What follows belongs to an exercise in optimizing a design on an open flow for small area and a short achievable clock period; a production flow would make more cautious choices.
Only simulation tests tie the RTL to the original design; equivalence was not proved.
Power and IR drop assume default switching activity.

File: run.sh
#!/bin/bash
# synth_recipe.tcl (not shown) runs the flow's synth.tcl, then flattens the netlist and writes it again
# the make line also repeats each setting of config.mk as NAME=value (left out here)
make -C /OpenROAD-flow-scripts/flow DESIGN_CONFIG=/design/flow/config.mk WORK_HOME=/design/flow/orfs CLKGATE_MAP_FILE= SYNTH_SCRIPT=/design/flow/synth_recipe.tcl finish
File: design.v
module ALU(
  input  wire[3:0]  OPC,
  input  wire[15:0] IN1,
  input  wire[15:0] IN2,
  input  wire       ICF,
  output wire[15:0] OUT,
  output wire       OCF
);
  wire [15:0] lx = IN1 ^ IN2;
  wire [15:0] la = IN1 & IN2;
  reg  [15:0] G, P, Gn, Pn;
  integer i, l;
  always @(*) begin
    G = la;
    P = lx;
    for (l = 0; l < 4; l = l + 1) begin
      Gn = G; Pn = P;
      for (i = 0; i < 16; i = i + 1)
        if (i >= (1 << l)) begin
          Gn[i] = G[i] | (P[i] & G[i - (1 << l)]);
          Pn[i] = P[i] & P[i - (1 << l)];
        end
      G = Gn; P = Pn;
    end
  end
  wire [15:0] cc = G | (P & {16{ICF}});    
  wire [16:0] sum = {cc[15], lx ^ {cc[14:0], ICF}};
  wire [3:0]  sa   = IN2[3:0];
  wire        left = ~OPC[1];
  wire [3:0]  k    = sa ^ {4{left}};
  wire [15:0] r1 = k[0] ? {IN1[0],   IN1[15:1]} : IN1;
  wire [15:0] r2 = k[1] ? {r1[1:0],  r1[15:2]}  : r1;
  wire [15:0] r3 = k[2] ? {r2[3:0],  r2[15:4]}  : r2;
  wire [15:0] r4 = k[3] ? {r3[7:0],  r3[15:8]}  : r3;
  wire        fill = OPC[0] & IN1[15];
  wire [15:0] t;    
  wire [15:0] sh;
  genvar j;
  generate
    for (j = 0; j < 16; j = j + 1) begin : g_sh
      assign t[j]  = (j >= sa);
      assign sh[j] = left ? (t[j] & r4[(j+1)%16])
                          : (t[15-j] ? r4[j] : fill);
    end
  endgenerate
  wire        snz = |sa;
  wire selSum = ~OPC[3] & ~OPC[2] & OPC[0];
  wire cEn    = ~OPC[3] & ~OPC[2] & ~OPC[1] & OPC[0];
  wire selX   = ~OPC[3] &  OPC[2] & ~OPC[0];
  wire selA   = ~OPC[3] &  OPC[2] & (OPC[1] | OPC[0]);
  wire selSh  =  OPC[3];
  assign OUT = ({16{selSum}} & sum[15:0])
             | ({16{selX}}   & lx)
             | ({16{selA}}   & la)
             | ({16{selSh}}  & sh);
  assign OCF = (cEn & sum[16])
             | (selSh & snz & (left ? r4[1] : r4[15]));
endmodule
module DCPU(
  input  wire       CLK,
  input  wire       RST,
  input  wire       EN,
  input  wire       Start,
  output wire[7:0]  InstMemAddr,
  input  wire[15:0] Inst,
  output wire[7:0]  DataMemAddr,
  input  wire[15:0] DataIn,
  output wire       DataMemWE,
  output wire[15:0] DataOut
);
  localparam [4:0] NOP  = 5'b00000, HALT = 5'b00001, LOAD = 5'b00010,
                   STORE= 5'b00011, CMP  = 5'b00100, BE   = 5'b00101,
                   JUMP = 5'b00110, JMPR = 5'b00111, BZ   = 5'b01000,
                   BNZ  = 5'b01001, BN   = 5'b01010, BNN  = 5'b01011,
                   BC   = 5'b01100, BNC  = 5'b01101, BB   = 5'b01110,
                   BS   = 5'b01111, ADD  = 5'b10000, ADDI = 5'b10001,
                   ADDC = 5'b10010, SUB  = 5'b10011, SUBI = 5'b10100,
                   SUBB = 5'b10101, INC  = 5'b10110, LDIL = 5'b10111,
                   LDIH = 5'b11000, XOR  = 5'b11001, AND  = 5'b11010,
                   OR   = 5'b11011, SLL  = 5'b11100, SLA  = 5'b11101,
                   SRL  = 5'b11110, SRA  = 5'b11111;
  localparam [3:0] A_ZERO = 4'b0000, A_ADD = 4'b0001, A_SUB = 4'b0011,
                   A_XOR  = 4'b0100, A_AND = 4'b0101, A_OR  = 4'b0110,
                   A_SLL  = 4'b1000, A_SRL = 4'b1010, A_SRA = 4'b1011;
  reg        state;           
  reg [7:0]  PC;
  reg        PCSt;
  reg [1:0]  BrSt;
  reg [15:0] IDIR;
  reg [4:0]  EXop;            
  reg [2:0]  EXrd;            
  reg [3:0]  EXOP;            
  reg        EXCF;            
  reg [15:0] EXRA, EXRB, EXSD;
  reg [4:0]  MRop;
  reg [2:0]  MRrd;
  reg [15:0] MRRC;
  reg        MRCF;
  reg        MRDW;
  reg [15:0] MRSD;
  reg        WBwe;            
  reg        WBhalt;          
  reg [2:0]  WBrd;
  reg [15:0] WBRC;
  reg [15:0] GR [0:7];
  wire [15:0] ALUOUT;
  wire        ALUOCF;
  ALU ALUM(.OPC(EXOP), .IN1(EXRA), .IN2(EXRB), .ICF(EXCF),
           .OUT(ALUOUT), .OCF(ALUOCF));
  assign InstMemAddr = PC;
  assign DataMemAddr = MRRC[7:0];
  assign DataMemWE   = MRDW;
  assign DataOut     = MRSD;
  wire run = state;
  always @(posedge CLK, posedge RST)
    if (RST) state <= 1'b0;
    else if (!state) state <= EN & Start;
    else             state <= EN & ~WBhalt;
  wire ctrlInst = (Inst[15:14] == 2'b01) | (Inst[15:11] == BE) |
                  (Inst[15:11] == JUMP)  | (Inst[15:11] == JMPR);
  wire mrZ = (MRRC == 16'b0);
  wire mrN = MRRC[15];
  wire take = (MRop == JUMP) | (MRop == JMPR) |
              (((MRop == BZ) | (MRop == BE)) &  mrZ) |
              ((MRop == BNZ) & ~mrZ) |
              (((MRop == BN) | (MRop == BS)) &  mrN) |
              (((MRop == BNN) | (MRop == BB)) & ~mrN) |
              ((MRop == BC)  &  MRCF) |
              ((MRop == BNC) & ~MRCF);
  wire stall = (Inst == 16'h0002) & ~PCSt;
  wire [15:0] nI   = (BrSt == 2'b00) ? Inst : 16'b0;
  wire [4:0]  nop  = nI[15:11];
  wire        nImm8 = (nop == BE) | (nop == JMPR) | (nop[4:3] == 2'b01) |
                      (nop == ADDI) | (nop == SUBI);
  wire [2:0]  nA   = nImm8 ? nI[10:8] : nI[6:4];
  wire [2:0]  nB   = (nop == STORE) ? nI[10:8] : nI[2:0];
  wire        wEX  = IDIR[15];
  wire        wMR  = EXop[4] | (EXop == LOAD);
  wire        wWB  = MRop[4] | (MRop == LOAD);
  wire        nSt   = (nop == STORE);
  wire        nLdi  = (nop == JUMP) | (nop == LDIL) | (nop == LDIH);
  wire        nRegB = ~((nop == LOAD) | nSt | nImm8 | nLdi | (nop == INC));
  reg         fAEX, fAMR, fAWB, fBEX, fBMR, fBWB;
  reg  [7:0]  IDa, IDb;       
  reg         IDregA;         
  reg         IDregB;         
  reg         IDst;           
  always @(posedge CLK, posedge RST)
    if (RST) begin
      fAEX <= 1'b0; fAMR <= 1'b0; fAWB <= 1'b0;
      fBEX <= 1'b0; fBMR <= 1'b0; fBWB <= 1'b0;
      IDa <= 8'b1; IDb <= 8'b1;
      IDregA <= 1'b1; IDregB <= 1'b1; IDst <= 1'b0;
    end else if (run) begin
      IDa    <= 8'b1 << nA;
      IDb    <= 8'b1 << nB;
      IDregA <= ~nLdi;
      IDregB <= nRegB;
      IDst   <= nSt;
      fAEX <= wEX & (nA == IDIR[10:8]);
      fAMR <= wMR & (nA == EXrd);
      fAWB <= wWB & (nA == MRrd);
      fBEX <= wEX & (nB == IDIR[10:8]);
      fBMR <= wMR & (nB == EXrd);
      fBWB <= wWB & (nB == MRrd);
    end
  always @(posedge CLK, posedge RST)
    if (RST) begin
      IDIR <= 16'b0; PC <= 8'b0; PCSt <= 1'b0; BrSt <= 2'b0;
    end else if (run) begin
      IDIR <= (BrSt == 2'b00) ? Inst : 16'b0;
      BrSt <= (BrSt == 2'b00) ? {1'b0, ctrlInst} : BrSt + 2'b01;
      if (take) begin
        PC <= MRRC[7:0]; PCSt <= 1'b0;
      end else if (stall) begin
        PCSt <= 1'b1;
      end else begin
        if (BrSt == 2'b00) PC <= PC + 8'd1;
        PCSt <= 1'b0;
      end
    end
  wire [4:0] iop = IDIR[15:11];
  wire [2:0] r1  = IDIR[10:8];
  wire [2:0] r2  = IDIR[6:4];
  wire [2:0] r3  = IDIR[2:0];
  wire d_ls    = (iop == LOAD) | (iop == STORE);
  wire d_store = (iop == STORE);
  wire d_imm8  = (iop == BE) | (iop == JMPR) | (iop[4:3] == 2'b01) |
                 (iop == ADDI) | (iop == SUBI);
  wire d_ldi   = (iop == JUMP) | (iop == LDIL) | (iop == LDIH);
  wire d_inc   = (iop == INC);
  wire regAu = IDregA;
  wire wbA   = fAWB & WBwe;
  wire wbB   = fBWB & WBwe;
  wire sAEX  = regAu & fAEX;
  wire sAMRa = regAu & ~fAEX & fAMR &  MRop[4];
  wire sAMRl = regAu & ~fAEX & fAMR & ~MRop[4];
  wire sAWB  = regAu & ~fAEX & ~fAMR & wbA;
  wire sAGR  = regAu & ~fAEX & ~fAMR & ~wbA;
  wire regBu = 1'b1;
  wire sBEX  = regBu & fBEX;
  wire sBMRa = regBu & ~fBEX & fBMR &  MRop[4];
  wire sBMRl = regBu & ~fBEX & fBMR & ~MRop[4];
  wire sBWB  = regBu & ~fBEX & ~fBMR & wbB;
  wire sBGR  = regBu & ~fBEX & ~fBMR & ~wbB;
  reg [15:0] grA, grB;
  integer n;
  always @(*) begin
    grA = 16'b0; grB = 16'b0;
    for (n = 0; n < 8; n = n + 1) begin
      grA = grA | ({16{IDa[n] & GRV[n]}} & GR[n]);
      grB = grB | ({16{IDb[n] & GRV[n]}} & GR[n]);
    end
  end
  wire [15:0] fwdA = ({16{sAEX}}  & ALUOUT) | ({16{sAMRa}} & MRRC) |
                     ({16{sAMRl}} & DataIn) | ({16{sAWB}}  & WBRC) | ({16{sAGR}} & grA);
  wire [15:0] fwdB = ({16{sBEX}}  & ALUOUT) | ({16{sBMRa}} & MRRC) |
                     ({16{sBMRl}} & DataIn) | ({16{sBWB}}  & WBRC) | ({16{sBGR}} & grB);
  wire [15:0] immB = d_ls               ? {12'b0, IDIR[3:0]} :
                     (iop == LDIH)      ? {IDIR[7:0], 8'b0}  :
                     (d_imm8 | d_ldi)   ? {8'b0, IDIR[7:0]}  : 16'b0;
  reg [3:0] dop;
  always @(*)
    case (iop)
      CMP:                    dop = A_ZERO;
      SUB, SUBI, SUBB:        dop = A_SUB;
      XOR:                    dop = A_XOR;
      AND:                    dop = A_AND;
      OR:                     dop = A_OR;
      SLL, SLA:               dop = A_SLL;
      SRL:                    dop = A_SRL;
      SRA:                    dop = A_SRA;
      default:                dop = A_ADD;
    endcase
  wire dcf = ((iop == ADDC) &  MRCF) | ((iop == SUBB) & ~MRCF) |
             (iop == SUB) | (iop == SUBI) | (iop == INC);
  always @(posedge CLK, posedge RST)
    if (RST) begin
      EXop <= 5'b0; EXOP <= A_ZERO; EXCF <= 1'b0; EXSD <= 16'b0;
      EXRA <= 16'b0; EXRB <= 16'b0;
    end else if (run) begin
      EXRA <= fwdA;
      EXRB <= (({16{IDregB}} & fwdB) | immB) ^ {16{dop == A_SUB}};
      EXop <= iop;
      EXOP <= dop;
      EXCF <= dcf;
      EXSD <= {16{IDst}} & fwdB;
    end
  always @(posedge CLK)
    if (run) begin
      EXrd <= r1;
    end
  always @(posedge CLK, posedge RST)
    if (RST) begin
      MRop <= 5'b0; MRRC[7:0] <= 8'b0; MRCF <= 1'b0;
      MRDW <= 1'b0; MRSD <= 16'b0;
    end else if (run) begin
      MRop <= EXop;
      MRRC[7:0] <= ALUOUT[7:0];
      MRCF <= ALUOCF;
      MRDW <= (EXop == STORE);
      MRSD <= EXSD;
    end
  always @(posedge CLK)
    if (run) begin
      MRrd <= EXrd;
      MRRC[15:8] <= ALUOUT[15:8];
    end
  always @(posedge CLK, posedge RST)
    if (RST) begin
      WBwe <= 1'b0; WBhalt <= 1'b0;
    end else begin
      WBwe   <= run & wWB;
      WBhalt <= run & (MRop == HALT);
    end
  always @(posedge CLK) begin
    WBrd <= MRrd;
    WBRC <= (MRop == LOAD) ? DataIn : MRRC;
  end
  reg [7:0] GRV;
  genvar g;
  generate
    for (g = 0; g < 8; g = g + 1) begin : g_gr
      wire wr = run & WBwe & (WBrd == g);
      always @(posedge CLK)
        if (wr) GR[g] <= WBRC;
      always @(posedge CLK, posedge RST)
        if (RST)     GRV[g] <= 1'b0;
        else if (wr) GRV[g] <= 1'b1;
    end
  endgenerate
endmodule
File: constraint.sdc
create_clock -name core_clock -period 5.0 [get_ports {CLK}]
set_input_delay 1.0000 -clock core_clock [delete_from_list [all_inputs] [get_ports {CLK}]]
set_output_delay 1.0000 -clock core_clock [all_outputs]
set_load 0.01 [all_outputs]
File: config.mk
export PLATFORM = sky130hd
export DESIGN_NAME = DCPU
export DESIGN_NICKNAME = DCPU
export VERILOG_FILES = /design/flow/design.v
export SDC_FILE = /design/flow/constraint.sdc
export NUM_CORES = 4
export LEC_CHECK = 0
export ABC_AREA = 1
export CAP_MARGIN = 20
export CORE_MARGIN = 2
export CORE_UTILIZATION = 40
export SETUP_SLACK_MARGIN = 2.5
export SLEW_MARGIN = 20
==> results of run 1 <==
## final cells by class
class                   count  area (um2)
clock buffers              52        1010
clock inverters            11         153
fillers                  3916       20900
inverters                 264        1040
multi-input cells        1470        8420
flip-flops and latches    313        8500
well taps                 539         674
repair buffers            149        1450
repair inverters            1        6.26
## registers in the layout (all words and copies together), names as in the netlist, 4 cells and up
register and cells:
GRV 8, EXOP 4, WBRC 16, MRRC 16, IDIR 16, EXRB 16, IDa 8, GR 128
EXRA 16, MRSD 16, EXop 5, PC 8, EXSD 16, IDb 8, MRop 5
## power by group through the flow
stage | clock network [mW] | registers, mW | logic (mW)
finish | 2.66 | 3.81 | 4.57
global route | 2.78 | 3.85 | 4.94
CTS | 2.68 | 3.78 | 3.87
detailed placement | 0 | 3.81 | 3.47
global placement | 0 | 3.81 | 3.47
floorplan | 0 | 3.49 | 2.44
## kinds of logic (layout without fill, tap and decap cells)
family / after synthesis / after routing / share of synthesized area [%]
compound gates: 443 / 444 / 15.9
xor+xnor: 18 / 18 / 0.963
fa+ha+maj: 19 / 19 / 1.43
buf+inv: 356 / 477 / 8.20
flops: 313 / 313 / 49.3
simple gates: 989 / 989 / 24.2
## cells in the mapped netlist, drive strengths merged (11+ instances only)
cell    number  area, um2
a21oi       69        345
a221oi      42        368
a31oi       25        156
buf         31        184
clkbuf      61        231
dfrtp      148       3700
dfxtp       19        380
edfxtp     142       4260
ha          18        225
inv        260        976
nand2      574       2160
nand3      249       1250
nand4       13       81.3
nor2       114        435
nor3        19       95.1
o211ai      11       82.6
o21ai      188        945
o221ai      15        131
o22ai       42        263
o31ai       11       82.6
xor2        13        121
## stage by stage
stage	worst slack [ps]	total power, mW	utilization [%]	hold slack [ps]
after floorplan	2090	5.93	-	348
after global placement	1460	7.28	43.3	363
after detailed placement	1510	7.28	43.3	370
after CTS	2470	10.3	47.9	383
after global routing	2290	11.6	50.5	399
final	2410	11.0	50.5	378
## final timing paths
path | slack, ps | end | cells after the start | from
max reg2reg | 2410 | EXRB[0] | 11 | EXOP[1]
max | 2410 | EXRB[0] | 11 | EXOP[1]
min in group asynchronous | 1030 | BrSt[0] | 3 | RST
min reg2reg | 380 | WBrd[2] | 0 | MRrd[2]
min | 380 | WBrd[2] | 0 | MRrd[2]
max in group asynchronous | 3190 | fBEX | 3 | RST
## layer usage
metal	vias up	GRT usage (%)	routed length, um
met2	922	43.1	28600
li1	7516	-	-
met4	0	12.0	2910
met1	8066	39.8	26800
met5	-	0	0
met3	166	4.94	5900
## timing repair
item,4_1_cts,5_1_grt
setup endpoints to repair,243,93
setup buffers,32,28
hold buffers,0,0
resized for setup,141,192
cloned,1,3
pin swaps,9,25
==> flow_metrics.py, run 1 <==
metrics = {
    "run_status": {
        "status": "finished clean",
    },
    "worst_setup_path": {
        "crit_top_cell": "nand2_1",
        "critPathBufInv": 2,
        "crit_fanout": 9,
        "cp_top_family": "compound AO/OA/AOI/OAI gates",
        "crit_path_start_kind": "register",
        "slowest_delay_ps": 480,
        "endpoint_kind": "register",
        "arrival_ps": 3010,
        "crit_required_ps": 5420,
        "path_class": "register to register",
        "path_cells": "buf_12 -> o21ai_4 -> clkinv_2 -> a221oi_2 -> nand2_1 -> nand2_1 -> nand2_2 -> nand2_1 -> nand3_1 -> nand3_1 -> nand2_1",
        "critPathSlowestCell": "dfrtp_2",
    },
    "grt": {
        "grt_pass1_vias": 15800,
        "grt_pass1_wl_um": 95300,
        "antenna_found_initial": 0,
        "grt_max_degree": 153,
        "grt.overflow.total": 0,
        "grt_usage_pct": 28.3,
    },
    "placed_design": {
        "placed_area_mm2": 0.0183,
        "port_buffers": 68,
        "place_inst": 2672,
        "dp_hpwl_um": 43600,
        "gp_congestion": 0.995,
    },
    "logic_synthesis": {
        "synth_fp_nets": 2193,
        "ys_types": 53,
        "ys_seq_area_share_pct": 49.3,
        "syn_area_mm2": 0.0171,
        "ys_ff_latch": 313,
        "ys_warn_count": 3,
        "synth_top_flop_cell": "dfrtp_1",
        "syn_inst": 2138,
        "async_flop_share_pct": 48.6,
        "synth_area_per_cell_um2": 8.02,
        "synth_edf_count": 142,
    },
    "sta": {
        "drv_slew": 0,
        "slew_headroom_pct": 34.8,
        "clock_skew_ps": 23.0,
        "timing.final.crit_share_pct": 51.8,
        "fmax_mhz": 386,
        "hold_viol_final": 0,
        "grt_setup_unrepaired": "yes",
        "min_period_ps": 2590,
        "tightestPinTransition_ps": 970,
        "finalSetupViolations": 0,
        "finalSetupTns_ps": 0,
    },
    "die": {
        "die_h_um": 211,
        "fp-row-count": 75,
        "dieArea_mm2": 0.0445,
        "coreArea_mm2": 0.0421,
        "initial_core_util_pct": 40.7,
        "ios": 69,
        "die_w_um": 211,
    },
    "finish": {
        "layout_common_cells": "511 x nand2_1, 248 x inv_1, 173 x nand3_1",
        "fin_area_mm2": 0.0213,
        "layout.nets": 2289,
        "drive_above_1_share_pct": 17.2,
        "final_common_cell": "nand2_1",
        "fin_cells": 2799,
        "n_antenna_cell": 0,
        "area_growth_pct": 24.0,
    },
    "cts": {
        "clk_latency_ps": 540,
        "clockBufferDepth": 3,
        "cts-root-buf": "clkbuf_16",
        "numCtsBuffers": 35,
        "htreeDepth": 2,
        "clkTransAtPathRegs_ps": 70,
        "tritoncts": "done",
        "cts_sinks": 313,
    },
    "route": {
        "vias_per_cell": 5.96,
        "drt_wl_total_um": 64100,
        "ant_nets": 0,
        "drcViolationCount": 0,
        "drt_first_pass_iters": 6,
        "drt-initial-drc-count": 1877,
        "routedWlPerCell_um": 22.9,
        "vias": 16700,
    },
    "pwr": {
        "power.static_leakage_nw": 9.09,
        "p_comb_share_pct": 41.4,
        "seqPwrFrac_pct": 34.6,
        "switching_share_pct": 42.2,
        "p_per_area_mw_per_mm2": 519,
        "internal_power_mw": 6.38,
        "ir_drop_mv": 0.253,
        "power_frac_clock_pct": 24.1,
        "power.switching_mw": 4.65,
    },
    "worst_hold_path": {
        "hold_path.class": "register to register",
    },
    "flow_run": {
        "max-cap-violations": 0,
    },
}
==> run 2: changes to the inputs <==
==> flow/run.sh (new file) <==
#!/bin/bash
set -euo pipefail
W=$PWD
exec > "$W/run_sh.log" 2>&1
{
  head -n 1 "$W/synth_recipe.tcl"
  cat <<'EOT'
proc abc {args} {
  set i [lsearch -exact $args -script]
  if {$i >= 0} { lset args [expr {$i + 1}] $::env(MY_ABC_SCRIPT) }
  yosys abc {*}$args
}
EOT
  tail -n +2 "$W/synth_recipe.tcl"
} > "$W/my_synth.tcl"
sed "s#SYNTH_SCRIPT=[^ ]*#SYNTH_SCRIPT=$W/my_synth.tcl#" "$W/standard.sh" > "$W/my_standard.sh"
grep -q "SYNTH_SCRIPT=$W/my_synth.tcl" "$W/my_standard.sh"
export MY_ABC_SCRIPT="$W/flow/abc.script"
bash "$W/my_standard.sh" > "$W/make.log" 2>&1
==> flow/abc.script (new file) <==
&get -n
&st
&dch
&nf -R 1000
&put
topo
stime -c
buffer -c
upsize -c
dnsize -c
==> standard.sh (new file) <==
#!/bin/bash
# synth_recipe.tcl (not shown) runs the flow's synth.tcl, then flattens the netlist and writes it again
# the make line also repeats each setting of config.mk as NAME=value (left out here)
make -C /OpenROAD-flow-scripts/flow DESIGN_CONFIG=/design/flow/config.mk WORK_HOME=/design/flow/orfs CLKGATE_MAP_FILE= SYNTH_SCRIPT=/design/flow/synth_recipe.tcl "${@:-finish}"
removed: run.sh
==> run 2 against run 1 <==
  * Count of clock-buffer cells in the layout decreased by 7
  * Global-route usage is 2.4 points lower
  * Core utilization grew 2.0 points
  * Cell count shrank 20%
  * Clock skew shrank 5.4 ps
  * Highest routed layer unchanged
  * Maximum frequency shrank 22%
  * Sequential share of layout area grew 0.75 points
  * Cell area fell by 2.0%
  * Still clean on timing, DRC and antenna
  * Critical path depth grew 5
  * Total power grew 17%
  * Critical path type unchanged
==> flow_metrics.py, run 2 <==
metrics = {
    "sta": {
        "timing.final.crit_share_pct": 66.2,
        "tightestPinTransition_ps": 1010,
        "finalSetupViolations": 0,
        "layout_setup_ws_ps": 1690,
        "fmax_mhz": 302,
        "drv_slew": 0,
        "finalSetupTns_ps": 0,
        "grt_setup_unrepaired": "yes",
        "fin_hold_ws_ps": 440,
        "clock_skew_ps": 17.6,
        "hold_viol_final": 0,
        "min_period_ps": 3310,
        "slew_headroom_pct": 32.5,
    },
    "route": {
        "ant_nets": 0,
        "drt-initial-drc-count": 1665,
        "vias_per_cell": 6.26,
        "drt_first_pass_iters": 7,
        "drt_wl_total_um": 55100,
        "vias": 14100,
        "routedWlPerCell_um": 24.5,
        "drcViolationCount": 0,
    },
    "logic_synthesis": {
        "syn_area_mm2": 0.0161,
        "syn_inst": 1556,
        "ys_warn_count": 3,
        "synth_area_per_cell_um2": 10.3,
        "async_flop_share_pct": 48.6,
        "synth_area_leaders": "edfxtp_1 26%, dfrtp_1 23%, a21oi_1 3.9%",
        "ys_seq_area_share_pct": 52.5,
        "ys_types": 71,
        "ys_ff_latch": 313,
        "synth_commonest_cells": "159 x nand2_1, 148 x dfrtp_1, 142 x edfxtp_1",
        "yosys.area.top_type": "edfxtp_1",
        "synth_most_common_cell": "nand2_1",
        "synth_top_area_share_pct": 26.5,
        "synth_top_flop_cell": "dfrtp_1",
        "synth_fp_nets": 1611,
        "synth_edf_count": 142,
    },
    "worst_hold_path": {
        "min_path_cells": 1,
        "hold_path.class": "register to register",
        "holdCritStartpoint": "EXop[4]",
    },
    "worst_setup_path": {
        "startpoint": "EXOP[1]",
        "crit_fanout": 5,
        "crit_path_start_kind": "register",
        "rr_worst_depth": 16,
        "endpoint_kind": "register",
        "arrival_ps": 3710,
        "reg2reg_from": "EXOP[1]",
        "crit_required_ps": 5400,
        "path_class": "register to register",
    },
    "cts": {
        "clk_latency_ps": 540,
        "cts_sinks": 313,
        "numCtsBuffers": 35,
        "tritoncts": "done",
        "clockBufferDepth": 3,
        "htreeDepth": 2,
        "cts-root-buf": "clkbuf_16",
        "clkTransAtPathRegs_ps": 60,
        "cts_hold_buf": 0,
    },
    "finish": {
        "fin_area_mm2": 0.0208,
        "largest_reg_flops": 128,
        "layout.nets": 1752,
        "layout_common_cells": "147 x nand2_1, 142 x edfxtp_1, 125 x dfrtp_1",
        "top_register": "GR",
        "final_common_cell": "nand2_1",
        "drive_above_1_share_pct": 29.7,
        "fin_util_pct": 52.4,
        "area_growth_pct": 29.3,
        "fin_cells": 2248,
        "n_antenna_cell": 0,
    },
    "die": {
        "coreArea_mm2": 0.0397,
        "initial_core_util_pct": 40.5,
        "ios": 69,
        "dieArea_mm2": 0.0419,
        "fp-row-count": 73,
        "die_w_um": 205,
        "die_h_um": 205,
    },
    "placed_design": {
        "port_buffers": 68,
        "placed_area_mm2": 0.0174,
        "dp_hpwl_um": 35200,
        "place_inst": 2066,
        "pre_cts_ws_ps": 1070,
        "gp_congestion": 0.965,
    },
    "grt": {
        "antenna_found_initial": 1,
        "grt_pass1_wl_um": 82700,
        "grt_pass1_vias": 13600,
        "grt_usage_pct": 25.9,
        "grt.overflow.total": 0,
        "grt_max_degree": 60,
    },
    "pwr": {
        "ir_drop_mv": 0.353,
        "p_per_area_mw_per_mm2": 621,
        "power_mw": 12.9,
        "power.static_leakage_nw": 7.79,
    },
    "flow_run": {
        "max-cap-violations": 0,
    },
    "run_status": {
        "status": "finished clean",
    },
}
[run 2: cells by family (layout without fill, tap and decap cells)]
kind of cell / Yosys count / count (layout) / share of synthesized area (%)
flops: 313 / 313 / 52.5
xor+xnor: 43 / 43 / 2.55
compound gates: 504 / 504 / 22.1
simple gates: 463 / 463 / 12.9
mux: 68 / 68 / 4.60
fa+ha+maj: 19 / 19 / 1.52
buf+inv: 146 / 313 / 3.81
[run 2: area by class of cell]
class | count | area, um2
Sequential cell | 313 | 8480
Timing Repair Buffer | 224 | 2080
Clock inverter | 18 | 218
Clock buffer | 45 | 945
Multi-Input combinational cell | 1097 | 8350
Tap cell | 525 | 657
Fill cell | 3454 | 18900
Inverter | 26 | 101
[run 2: what timing repair did]
action,in CTS,in global routing
resized for setup,224,110
pin swaps,74,86
hold endpoints to repair,0,0
setup buffers,85,34
endpoints found under the setup margin,243,88
[run 2: path summary, 6_finish.rpt]
kind	end	slack, ps
hold reg to reg	MRDW	440
setup / recovery	EXRB[0]	1690
min in group asynchronous	EXRA[12]	860
hold / removal	MRDW	440
max in group asynchronous	EXRB[1]	3130
setup reg to reg	EXRB[0]	1690
[run 2: report_power, final]
group	switching (mW)	internal, mW
clock network	1.09	1.56
logic	3.38	2.82
registers	0.750	3.34
total	5.22	7.73
[run 2: critical path: stages, from the launching register on]
cell and delay (ps):
dfrtp_2 490, xnor2_4 220, buf_6 160, buf_8 150
mux2_4 340, o21ai_2 170, nor2_1 80, a21oi_2 190
o211ai_1 130, nand2_1 140, nor2_4 70, a211oi_2 160
buf_4 180, o211a_4 220, a2bb2oi_2 150, xor2_1 210
a21oi_1 110
[run 2: layer usage]
layer  track usage (%)  part of all wire (%)  wire (um)
met2              40.1                    45      24900
met4              10.7                   4.4       2420
met1              36.5                    42      23300
met5                 0                     0          0
met3              3.85                   8.2       4520
==> run 3: changes to the inputs <==
--- a/design.v
+++ b/design.v
@@ -219,6 +219,18 @@
   wire [15:0] immB = d_ls               ? {12'b0, IDIR[3:0]} :
                      (iop == LDIH)      ? {IDIR[7:0], 8'b0}  :
                      (d_imm8 | d_ldi)   ? {8'b0, IDIR[7:0]}  : 16'b0;
+  always @(*)
+    case (EXop)
+      CMP:                    EXOP = A_ZERO;
+      SUB, SUBI, SUBB:        EXOP = A_SUB;
+      XOR:                    EXOP = A_XOR;
+      AND:                    EXOP = A_AND;
+      OR:                     EXOP = A_OR;
+      SLL, SLA:               EXOP = A_SLL;
+      SRL:                    EXOP = A_SRL;
+      SRA:                    EXOP = A_SRA;
+      default:                EXOP = A_ADD;
+    endcase
   reg [3:0] dop;
   always @(*)
     case (iop)
@@ -236,13 +248,12 @@
              (iop == SUB) | (iop == SUBI) | (iop == INC);
   always @(posedge CLK, posedge RST)
     if (RST) begin
-      EXop <= 5'b0; EXOP <= A_ZERO; EXCF <= 1'b0; EXSD <= 16'b0;
+      EXop <= 5'b0; EXCF <= 1'b0; EXSD <= 16'b0;
       EXRA <= 16'b0; EXRB <= 16'b0;
     end else if (run) begin
       EXRA <= fwdA;
       EXRB <= (({16{IDregB}} & fwdB) | immB) ^ {16{dop == A_SUB}};
       EXop <= iop;
-      EXOP <= dop;
       EXCF <= dcf;
       EXSD <= {16{IDst}} & fwdB;
     end
==> run.sh (new file) <==
#!/bin/bash
# synth_recipe.tcl (not shown) runs the flow's synth.tcl, then flattens the netlist and writes it again
# the make line also repeats each setting of config.mk as NAME=value (left out here)
make -C /OpenROAD-flow-scripts/flow DESIGN_CONFIG=/design/flow/config.mk WORK_HOME=/design/flow/orfs CLKGATE_MAP_FILE= SYNTH_SCRIPT=/design/flow/synth_recipe.tcl finish
removed: flow/run.sh
removed: flow/abc.script
removed: standard.sh
==> run 3 against run 2 <==
  * Via count up 20%
  * Largest cell class is now multi-input gates
  * Critical path depth down 6
  * Cell count up 26%
  * Highest routed layer unchanged
  * Still clean
  * Clock power up 3%
  * Total power down 7.5%
  * First-iteration DRC count up 9.6%
==> flow_metrics.py, run 3 <==
metrics = {
    "worst_setup_path": {
        "crit_path_start_kind": "register",
        "cp_top_family": "simple AND/OR/NAND/NOR gates",
        "critPathBufInv": 1,
        "endpoint_kind": "register",
        "crit_fanout": 10,
        "critPathSlowestCell": "nor3_1",
        "crit_required_ps": 5440,
        "path_cells": "nand2_1 -> clkinv_2 -> a221oi_1 -> a21oi_1 -> nor3_1 -> nand2_2 -> nand2_2 -> nand3_1 -> nand3_1 -> nand2_1",
        "path_class": "register to register",
        "arrival_ps": 3340,
        "slowest_delay_ps": 570,
    },
    "placed_design": {
        "dp_hpwl_um": 43300,
        "pre_cts_ws_ps": 1330,
        "port_buffers": 68,
        "placed_area_mm2": 0.0181,
        "gp_congestion": 0.968,
    },
    "die": {
        "initial_core_util_pct": 40.5,
        "dieArea_mm2": 0.0442,
        "die_h_um": 210,
        "ios": 69,
        "fp-row-count": 75,
        "coreArea_mm2": 0.0419,
        "die_w_um": 210,
    },
    "logic_synthesis": {
        "synth_simple_gate_area_share_pct": 23.8,
        "synth_top_family_by_area": "simple AND/OR/NAND/NOR gates",
        "ys_seq_area_share_pct": 49.1,
        "ys_ff_latch": 309,
        "synth_top_flop_cell": "dfrtp_1",
        "syn_inst": 2103,
        "synth_compound_area_share_pct": 16.4,
        "synth_area_leaders": "edfxtp_1 25%, dfrtp_1 21%, nand2_1 12%",
        "async_flop_share_pct": 47.9,
        "synth_fp_nets": 2159,
        "ys_warn_count": 3,
        "ys_types": 56,
        "synth_fa_ha_area_share_pct": 1.52,
        "synth_top_area_share_pct": 25.1,
        "synth_edf_count": 142,
        "yosys.area.top_type": "edfxtp_1",
        "muxShareOfSynthArea_pct": 0,
        "synth_area_per_cell_um2": 8.09,
        "synthXorXnorAreaFrac_pct": 1.18,
        "synth_most_common_cell": "nand2_1",
        "syn_area_mm2": 0.0170,
        "synth_commonest_cells": "557 x nand2_1, 244 x inv_1, 218 x nand3_1",
    },
    "sta": {
        "layout_setup_ws_ps": 2100,
        "hold_viol_final": 0,
        "finalSetupTns_ps": 0,
        "min_period_ps": 2900,
        "clock_skew_ps": 31.5,
        "finalSetupViolations": 0,
        "timing.final.crit_share_pct": 57.9,
        "drv_slew": 0,
        "fmax_mhz": 345,
        "slew_headroom_pct": 39.8,
        "tightestPinTransition_ps": 902,
        "grt_setup_unrepaired": "yes",
    },
    "route": {
        "wl_met3_um": 6200,
        "drt-initial-drc-count": 1825,
        "drt-met1-wl_um": 28200,
        "vias_per_cell": 5.94,
        "drt_wl_total_um": 65600,
        "drt_first_pass_iters": 6,
        "routedWlPerCell_um": 23.1,
        "highest_layer": "met4",
        "drcViolationCount": 0,
        "ant_nets": 0,
        "vias": 16800,
        "wl_met2_um": 28200,
    },
    "grt": {
        "grt_usage_pct": 29.1,
        "grt_max_degree": 129,
        "antenna_found_initial": 0,
        "grt.overflow.total": 0,
        "grt_pass1_vias": 16100,
        "grt_pass1_wl_um": 97200,
    },
    "finish": {
        "n_antenna_cell": 0,
        "layout.nets": 2323,
        "fin_util_pct": 53.2,
        "largest_reg_flops": 128,
        "fillers": 3724,
        "drive_above_1_share_pct": 24.1,
        "final_common_cell": "nand2_1",
        "fin_area_mm2": 0.0223,
        "area_growth_pct": 31.2,
        "top_register": "GR",
        "layout_common_cells": "441 x nand2_1, 241 x inv_1, 172 x o21ai_0",
    },
    "cts": {
        "clkTransAtPathRegs_ps": 60,
        "tritoncts": "done",
        "cts_hold_buf": 0,
        "cts_sinks": 309,
        "numCtsBuffers": 37,
        "htreeDepth": 2,
        "cts-root-buf": "clkbuf_16",
        "clockBufferDepth": 3,
        "clk_latency_ps": 570,
    },
    "pwr": {
        "power.static_leakage_nw": 9.52,
        "p_per_area_mw_per_mm2": 536,
        "ir_drop_mv": 0.328,
    },
    "run_status": {
        "status": "finished clean",
    },
    "worst_hold_path": {
        "hold_path.class": "register to register",
    },
    "flow_run": {
        "max-cap-violations": 0,
    },
}
## run 3: cell types whose count changed in the layout (fill, tap and decap cells not counted), moves of 28 or more
cell,before,now
nand2_1,147,441
inv_1,24,241
o21ai_0,60,172
nand2_2,9,95
nand3_1,50,117
a222oi_1,62,0
nand3_2,14,72
o22ai_1,4,60
a22oi_1,41,1
a21oi_1,91,53
mux2_2,38,0
nand3_4,3,31
## run 3: power breakdown
group	internal, mW	switching, mW	leakage (nW)
logic	2.09	3.37	5.54
clock network	1.62	1.12	0.607
registers	3.17	0.609	3.37
total	6.88	5.09	9.52
## run 3: logic make-up after synthesis
kind of cell / after synthesis
AO/OA/AOI/OAI: 456
XOR/XNOR: 22
adder cells (fa/ha/maj): 20
buffers and inverters: 341
flip-flops: 309
AND/OR/NAND/NOR: 955
## run 3: final cells by class
cell class / count / area, um2 / share of cell area [%]
well taps: 539 / 674 / 3.02
flip-flops and latches: 309 / 8390 / 37.6
repair buffers: 205 / 1930 / 8.66
clock buffers: 53 / 1080 / 4.83
multi-input cells: 1456 / 9060 / 40.6
clock inverters: 15 / 154 / 0.690
inverters: 257 / 1010 / 4.53
repair inverters: 1 / 7.51 / 0.0336
## run 3: worst paths after layout
check | from | end | slack [ps] | depth (start not counted)
max | IDb[4] | EXRB[6] | 2100 | 10
min | MRrd[0] | WBrd[0] | 450 | 0
max reg2reg | IDb[4] | EXRB[6] | 2100 | 10
min reg2reg | MRrd[0] | WBrd[0] | 450 | 0
max in group asynchronous | RST | EXRB[0] | 2950 | 3
min in group asynchronous | RST | EXRA[7] | 870 | 2
## run 3: per-layer routing
layer,track usage [%],vias to the layer above
met1,42.2,8137
li1,-,7562
met4,12.3,0
met3,4.98,185
met2,43.1,949
met5,0,-
## run 3: through the flow
stage                     cells  hold slack (ps)  power [mW]
after global routing       2835              468        12.5
after floorplan            2103              409        5.91
after global placement     2643              443        7.21
after detailed placement   2643              439        7.21
final                      2835              452        12.0
after CTS                  2796              454        11.2
## run 3: repair_timing
action / 4_1_cts / 5_1_grt
pin swaps: 60 / 60
buffers inserted: 80 / 38
endpoints found under the setup margin: 109 / 101
gates cloned: 5 / 1
resized for setup: 320 / 154
==> run 4: changes to the inputs <==
--- a/design.v
+++ b/design.v
@@ -92,6 +92,8 @@
   reg [3:0]  EXOP;            
   reg        EXCF;            
   reg [15:0] EXRA, EXRB, EXSD;
+  reg        EXfA, EXfB, EXfS;
+  reg        EXsub;           
   reg [4:0]  MRop;
   reg [2:0]  MRrd;
   reg [15:0] MRRC;
@@ -105,7 +107,9 @@
   reg [15:0] GR [0:7];
   wire [15:0] ALUOUT;
   wire        ALUOCF;
-  ALU ALUM(.OPC(EXOP), .IN1(EXRA), .IN2(EXRB), .ICF(EXCF),
+  wire [15:0] aluA = EXfA ? MRRC : EXRA;
+  wire [15:0] aluB = EXfB ? (MRRC ^ {16{EXsub}}) : EXRB;
+  ALU ALUM(.OPC(EXOP), .IN1(aluA), .IN2(aluB), .ICF(EXCF),
            .OUT(ALUOUT), .OCF(ALUOCF));
   assign InstMemAddr = PC;
   assign DataMemAddr = MRRC[7:0];
@@ -208,29 +212,17 @@
   always @(*) begin
     grA = 16'b0; grB = 16'b0;
     for (n = 0; n < 8; n = n + 1) begin
-      grA = grA | ({16{IDa[n] & GRV[n]}} & GR[n]);
-      grB = grB | ({16{IDb[n] & GRV[n]}} & GR[n]);
+      grA = grA | ({16{IDa[n]}} & GR[n]);
+      grB = grB | ({16{IDb[n]}} & GR[n]);
     end
   end
-  wire [15:0] fwdA = ({16{sAEX}}  & ALUOUT) | ({16{sAMRa}} & MRRC) |
+  wire [15:0] fwdA = ({16{sAMRa}} & MRRC) |
                      ({16{sAMRl}} & DataIn) | ({16{sAWB}}  & WBRC) | ({16{sAGR}} & grA);
-  wire [15:0] fwdB = ({16{sBEX}}  & ALUOUT) | ({16{sBMRa}} & MRRC) |
+  wire [15:0] fwdB = ({16{sBMRa}} & MRRC) |
                      ({16{sBMRl}} & DataIn) | ({16{sBWB}}  & WBRC) | ({16{sBGR}} & grB);
   wire [15:0] immB = d_ls               ? {12'b0, IDIR[3:0]} :
                      (iop == LDIH)      ? {IDIR[7:0], 8'b0}  :
                      (d_imm8 | d_ldi)   ? {8'b0, IDIR[7:0]}  : 16'b0;
-  always @(*)
-    case (EXop)
-      CMP:                    EXOP = A_ZERO;
-      SUB, SUBI, SUBB:        EXOP = A_SUB;
-      XOR:                    EXOP = A_XOR;
-      AND:                    EXOP = A_AND;
-      OR:                     EXOP = A_OR;
-      SLL, SLA:               EXOP = A_SLL;
-      SRL:                    EXOP = A_SRL;
-      SRA:                    EXOP = A_SRA;
-      default:                EXOP = A_ADD;
-    endcase
   reg [3:0] dop;
   always @(*)
     case (iop)
@@ -248,56 +240,49 @@
              (iop == SUB) | (iop == SUBI) | (iop == INC);
   always @(posedge CLK, posedge RST)
     if (RST) begin
-      EXop <= 5'b0; EXCF <= 1'b0; EXSD <= 16'b0;
-      EXRA <= 16'b0; EXRB <= 16'b0;
-    end else if (run) begin
+      EXop <= 5'b0; EXrd <= 3'b0; EXOP <= A_ZERO; EXCF <= 1'b0;
+      EXRA <= 16'b0; EXRB <= 16'b0; EXSD <= 16'b0;
+      EXfA <= 1'b0; EXfB <= 1'b0; EXfS <= 1'b0; EXsub <= 1'b0;
+    end else if (run) begin
+      EXop <= iop;
+      EXrd <= r1;
+      EXOP <= dop;
+      EXCF <= dcf;
       EXRA <= fwdA;
+      EXfA <= sAEX;
+      EXfB <= sBEX & IDregB;
+      EXfS <= sBEX & IDst;
+      EXsub <= (dop == A_SUB);
       EXRB <= (({16{IDregB}} & fwdB) | immB) ^ {16{dop == A_SUB}};
-      EXop <= iop;
-      EXCF <= dcf;
       EXSD <= {16{IDst}} & fwdB;
     end
-  always @(posedge CLK)
-    if (run) begin
-      EXrd <= r1;
-    end
-  always @(posedge CLK, posedge RST)
-    if (RST) begin
-      MRop <= 5'b0; MRRC[7:0] <= 8'b0; MRCF <= 1'b0;
+  always @(posedge CLK, posedge RST)
+    if (RST) begin
+      MRop <= 5'b0; MRrd <= 3'b0; MRRC <= 16'b0; MRCF <= 1'b0;
       MRDW <= 1'b0; MRSD <= 16'b0;
     end else if (run) begin
       MRop <= EXop;
-      MRRC[7:0] <= ALUOUT[7:0];
+      MRrd <= EXrd;
+      MRRC <= ALUOUT;
       MRCF <= ALUOCF;
       MRDW <= (EXop == STORE);
-      MRSD <= EXSD;
-    end
-  always @(posedge CLK)
-    if (run) begin
-      MRrd <= EXrd;
-      MRRC[15:8] <= ALUOUT[15:8];
-    end
-  always @(posedge CLK, posedge RST)
-    if (RST) begin
-      WBwe <= 1'b0; WBhalt <= 1'b0;
+      MRSD <= EXfS ? MRRC : EXSD;
+    end
+  always @(posedge CLK, posedge RST)
+    if (RST) begin
+      WBwe <= 1'b0; WBhalt <= 1'b0; WBrd <= 3'b0; WBRC <= 16'b0;
     end else begin
       WBwe   <= run & wWB;
       WBhalt <= run & (MRop == HALT);
-    end
-  always @(posedge CLK) begin
-    WBrd <= MRrd;
-    WBRC <= (MRop == LOAD) ? DataIn : MRRC;
-  end
-  reg [7:0] GRV;
+      WBrd   <= MRrd;
+      WBRC   <= (MRop == LOAD) ? DataIn : MRRC;
+    end
   genvar g;
   generate
     for (g = 0; g < 8; g = g + 1) begin : g_gr
-      wire wr = run & WBwe & (WBrd == g);
-      always @(posedge CLK)
-        if (wr) GR[g] <= WBRC;
       always @(posedge CLK, posedge RST)
-        if (RST)     GRV[g] <= 1'b0;
-        else if (wr) GRV[g] <= 1'b1;
+        if (RST)                              GR[g] <= 16'b0;
+        else if (run & WBwe & (WBrd == g))    GR[g] <= WBRC;
     end
   endgenerate
 endmodule
==> run 4 against run 3 <==
  * Still clean
  * Clock skew decreased by 14 ps
  * Count of clock-buffer cells in the layout decreased by 1
  * Synthesized area increased by 7.0%
  * Maximum frequency increased by 3.9%
  * Register-to-register slack improved by 110 ps
  * First-iteration DRC count increased by 8.5%
  * Via count increased by 13%
  * Hold slack improved by 6.8 ps
  * Sequential power about the same
  * Critical endpoint is now MRRC[8]
==> flow_metrics.py, run 4 <==
metrics = {
    "logic_synthesis": {
        "synthXorXnorAreaFrac_pct": 2.48,
        "ys_ff_latch": 309,
        "ys_types": 53,
        "muxShareOfSynthArea_pct": 0,
        "ys_warn_count": 3,
        "synth_top_family_by_area": "simple AND/OR/NAND/NOR gates",
        "synth_most_common_cell": "nand2_1",
        "synth_edf_count": 0,
        "synth_top_area_share_pct": 41.9,
        "synth_commonest_cells": "734 x nand2_1, 344 x o21ai_0, 305 x dfrtp_1",
        "async_flop_share_pct": 100,
        "synth_compound_area_share_pct": 20.2,
        "yosys.area.top_type": "dfrtp_1",
        "syn_inst": 2475,
        "synth_fa_ha_area_share_pct": 1.42,
        "synth_area_per_cell_um2": 7.35,
        "synth_simple_gate_area_share_pct": 25.6,
        "synth_top_flop_cell": "dfrtp_1",
        "synth_area_leaders": "dfrtp_1 42%, nand2_1 15%, o21ai_0 9.5%",
        "ys_seq_area_share_pct": 42.5,
        "synth_fp_nets": 2531,
        "syn_area_mm2": 0.0182,
    },
    "finish": {
        "n_antenna_cell": 0,
        "layout.nets": 2651,
        "drive_above_1_share_pct": 20.1,
        "largest_reg_flops": 128,
        "top_register": "GR",
        "area_growth_pct": 27.6,
        "fillers": 4273,
        "final_common_cell": "nand2_1",
        "layout_common_cells": "676 x nand2_1, 314 x o21ai_0, 291 x dfrtp_1",
    },
    "route": {
        "vias": 19000,
        "drt-initial-drc-count": 1980,
        "ant_nets": 0,
        "drcViolationCount": 0,
        "drt_wl_total_um": 72400,
        "vias_per_cell": 5.89,
        "routedWlPerCell_um": 22.5,
        "drt_first_pass_iters": 7,
    },
    "cts": {
        "clockBufferDepth": 3,
        "cts-root-buf": "clkbuf_16",
        "clk_latency_ps": 570,
        "cts_sinks": 309,
        "htreeDepth": 2,
        "tritoncts": "done",
        "numCtsBuffers": 37,
        "cts_hold_buf": 0,
        "clkTransAtPathRegs_ps": 60,
    },
    "grt": {
        "grt_pass1_wl_um": 108000,
        "grt_pass1_vias": 18100,
        "grt.overflow.total": 0,
        "antenna_found_initial": 1,
        "grt_max_degree": 85,
        "grt_usage_pct": 30.0,
    },
    "worst_setup_path": {
        "path_class": "register to register",
        "crit_required_ps": 5430,
        "crit_path_start_kind": "register",
        "arrival_ps": 3220,
        "endpoint_kind": "register",
        "crit_fanout": 4,
    },
    "sta": {
        "tightestPinTransition_ps": 981,
        "finalSetupTns_ps": 0,
        "finalSetupViolations": 0,
        "layout_setup_ws_ps": 2210,
        "grt_setup_unrepaired": "yes",
        "drv_slew": 0,
        "fmax_mhz": 359,
        "timing.final.crit_share_pct": 55.8,
        "min_period_ps": 2790,
        "hold_viol_final": 0,
        "slew_headroom_pct": 34.6,
        "clock_skew_ps": 17.1,
    },
    "die": {
        "fp-row-count": 78,
        "initial_core_util_pct": 40.3,
        "ios": 69,
        "die_w_um": 217,
        "die_h_um": 217,
        "dieArea_mm2": 0.0472,
        "coreArea_mm2": 0.0452,
    },
    "worst_hold_path": {
        "hold_path.class": "register to register",
    },
    "placed_design": {
        "gp_congestion": 0.985,
        "port_buffers": 68,
        "dp_hpwl_um": 48600,
        "pre_cts_ws_ps": 1570,
    },
    "pwr": {
        "p_per_area_mw_per_mm2": 587,
        "ir_drop_mv": 0.344,
        "power.static_leakage_nw": 10.3,
    },
    "run_status": {
        "status": "finished clean",
    },
    "flow_run": {
        "max-cap-violations": 0,
    },
}
-- run 4: kinds of logic after synthesis --
| logic type | count (synthesis) |
|---|---|
| simple gates | 1118 |
| xor+xnor | 45 |
| compound gates | 632 |
| flops | 309 |
| buf+inv | 351 |
| fa+ha+maj | 20 |
-- run 4: stage by stage --
| stage | power (mW) | instance area (um2) | instances | hold slack (ps) | utilization [%] |
|---|---|---|---|---|---|
| 6_report | 13.6 | 23200 | 3218 | 459 | 51.4 |
| 5_1_grt | 14.4 | 23200 | 3218 | 475 | 51.4 |
| 4_1_cts | 12.6 | 22000 | 3178 | 463 | 48.7 |
| 3_5_place_dp | 8.76 | 19300 | 3034 | 444 | 42.7 |
| 3_3_place_gp | 8.73 | 19300 | 3033 | 441 | 42.7 |
| 2_1_floorplan | 6.97 | 18200 | 2475 | 392 | - |
-- run 4: final timing paths --
kind | startpoint | endpoint | slack, ps | depth (start not counted)
worst max-delay path | EXfB | MRRC[8] | 2210 | 16
worst min-delay path | MRrd[2] | WBrd[2] | 460 | 0
worst max register to register | EXfB | MRRC[8] | 2210 | 16
worst min register to register | MRrd[2] | WBrd[2] | 460 | 0
max in group asynchronous | RST | IDb[2] | 2980 | 3
min in group asynchronous | RST | GR[5][0] | 900 | 2
-- run 4: report_power, final --
part / switching, mW / internal (mW) / total [mW]
clock network: 1.15 / 1.61 / 2.76
logic: 4.49 / 2.58 / 7.07
registers: 0.724 / 3.07 / 3.80
-- run 4: critical path, stage by stage, from the launching register on --
cell      delay, ps
dfrtp_4         510
buf_12          150
buf_6           120
or2_4           270
nand2_8         100
inv_6            50
ha_4            150
nand2_2          50
nand2_2          70
nand2_2          90
nand2_4          70
nand2_2          60
o211ai_1        140
o31ai_1         370
o21ai_2         160
a21oi_2         230
a21oi_1          70
-- run 4: final cells by class --
class | instances | area (um2) | area share (%)
clock buffer | 52 | 1040 | 4.49
timing repair buffer | 217 | 2070 | 8.94
inverter | 213 | 858 | 3.70
sequential | 309 | 7760 | 33.4
tap | 600 | 751 | 3.23
multi-input combinational | 1817 | 10600 | 45.6
clock inverter | 10 | 150 | 0.647
-- run 4: routing by layer --
layer	share of wire (%)	vias up	track usage, %
met3	9.5	202	6.14
met4	4.3	2	12.3
met1	43	9194	42.4
met2	43	971	44.7
met5	0.018	-	0
li1	-	8590	-
-- run 4: repair_timing --
action,4_1_cts,5_1_grt
setup endpoints to repair,187,146
pin swaps,73,60
gates cloned,3,1
resized for setup,247,204
setup buffers,79,39

re-timing with driven ports:
The flow's constraints put no driver on any port. The routed layouts listed below were extracted and timed again, unchanged, in two steps. Step 1 assumes that a clkbuf_16 drives the clock port and a buf_2 every other input. Step 2 moves the port delays by t, midway between the first and last clock arrival at a register: inputs arrive t later, outputs are due t later. That takes back most of the time a late clock gives input paths. Three values: no drivers, after step 1, after step 2; two values: the first two.
run | t, ns | setup slack, ns | hold slack, ns | worst setup path at the end | worst slew at a driven data input, ns
run 1 | 0.589 | 2.410 / 2.410 / 2.003 | 0.378 / 0.378 / 0.378 | input to register | 0.04
run 2 | 0.587 | 1.688 / 1.688 / 1.688 | 0.440 / 0.440 / 0.440 | register to register | 0.06
run 3 | 0.609 | 2.103 / 2.103 / 2.051 | 0.452 / 0.452 / 0.452 | input to register | 0.05
run 4 | 0.619 | 2.211 / 2.211 / 1.928 | 0.459 / 0.459 / 0.459 | input to register | 0.04
After both steps setup and hold are still met in every run listed. The setup slack of run 1, which loses most, moves by 0.000 ns with the drivers and by -0.407 ns with both steps.
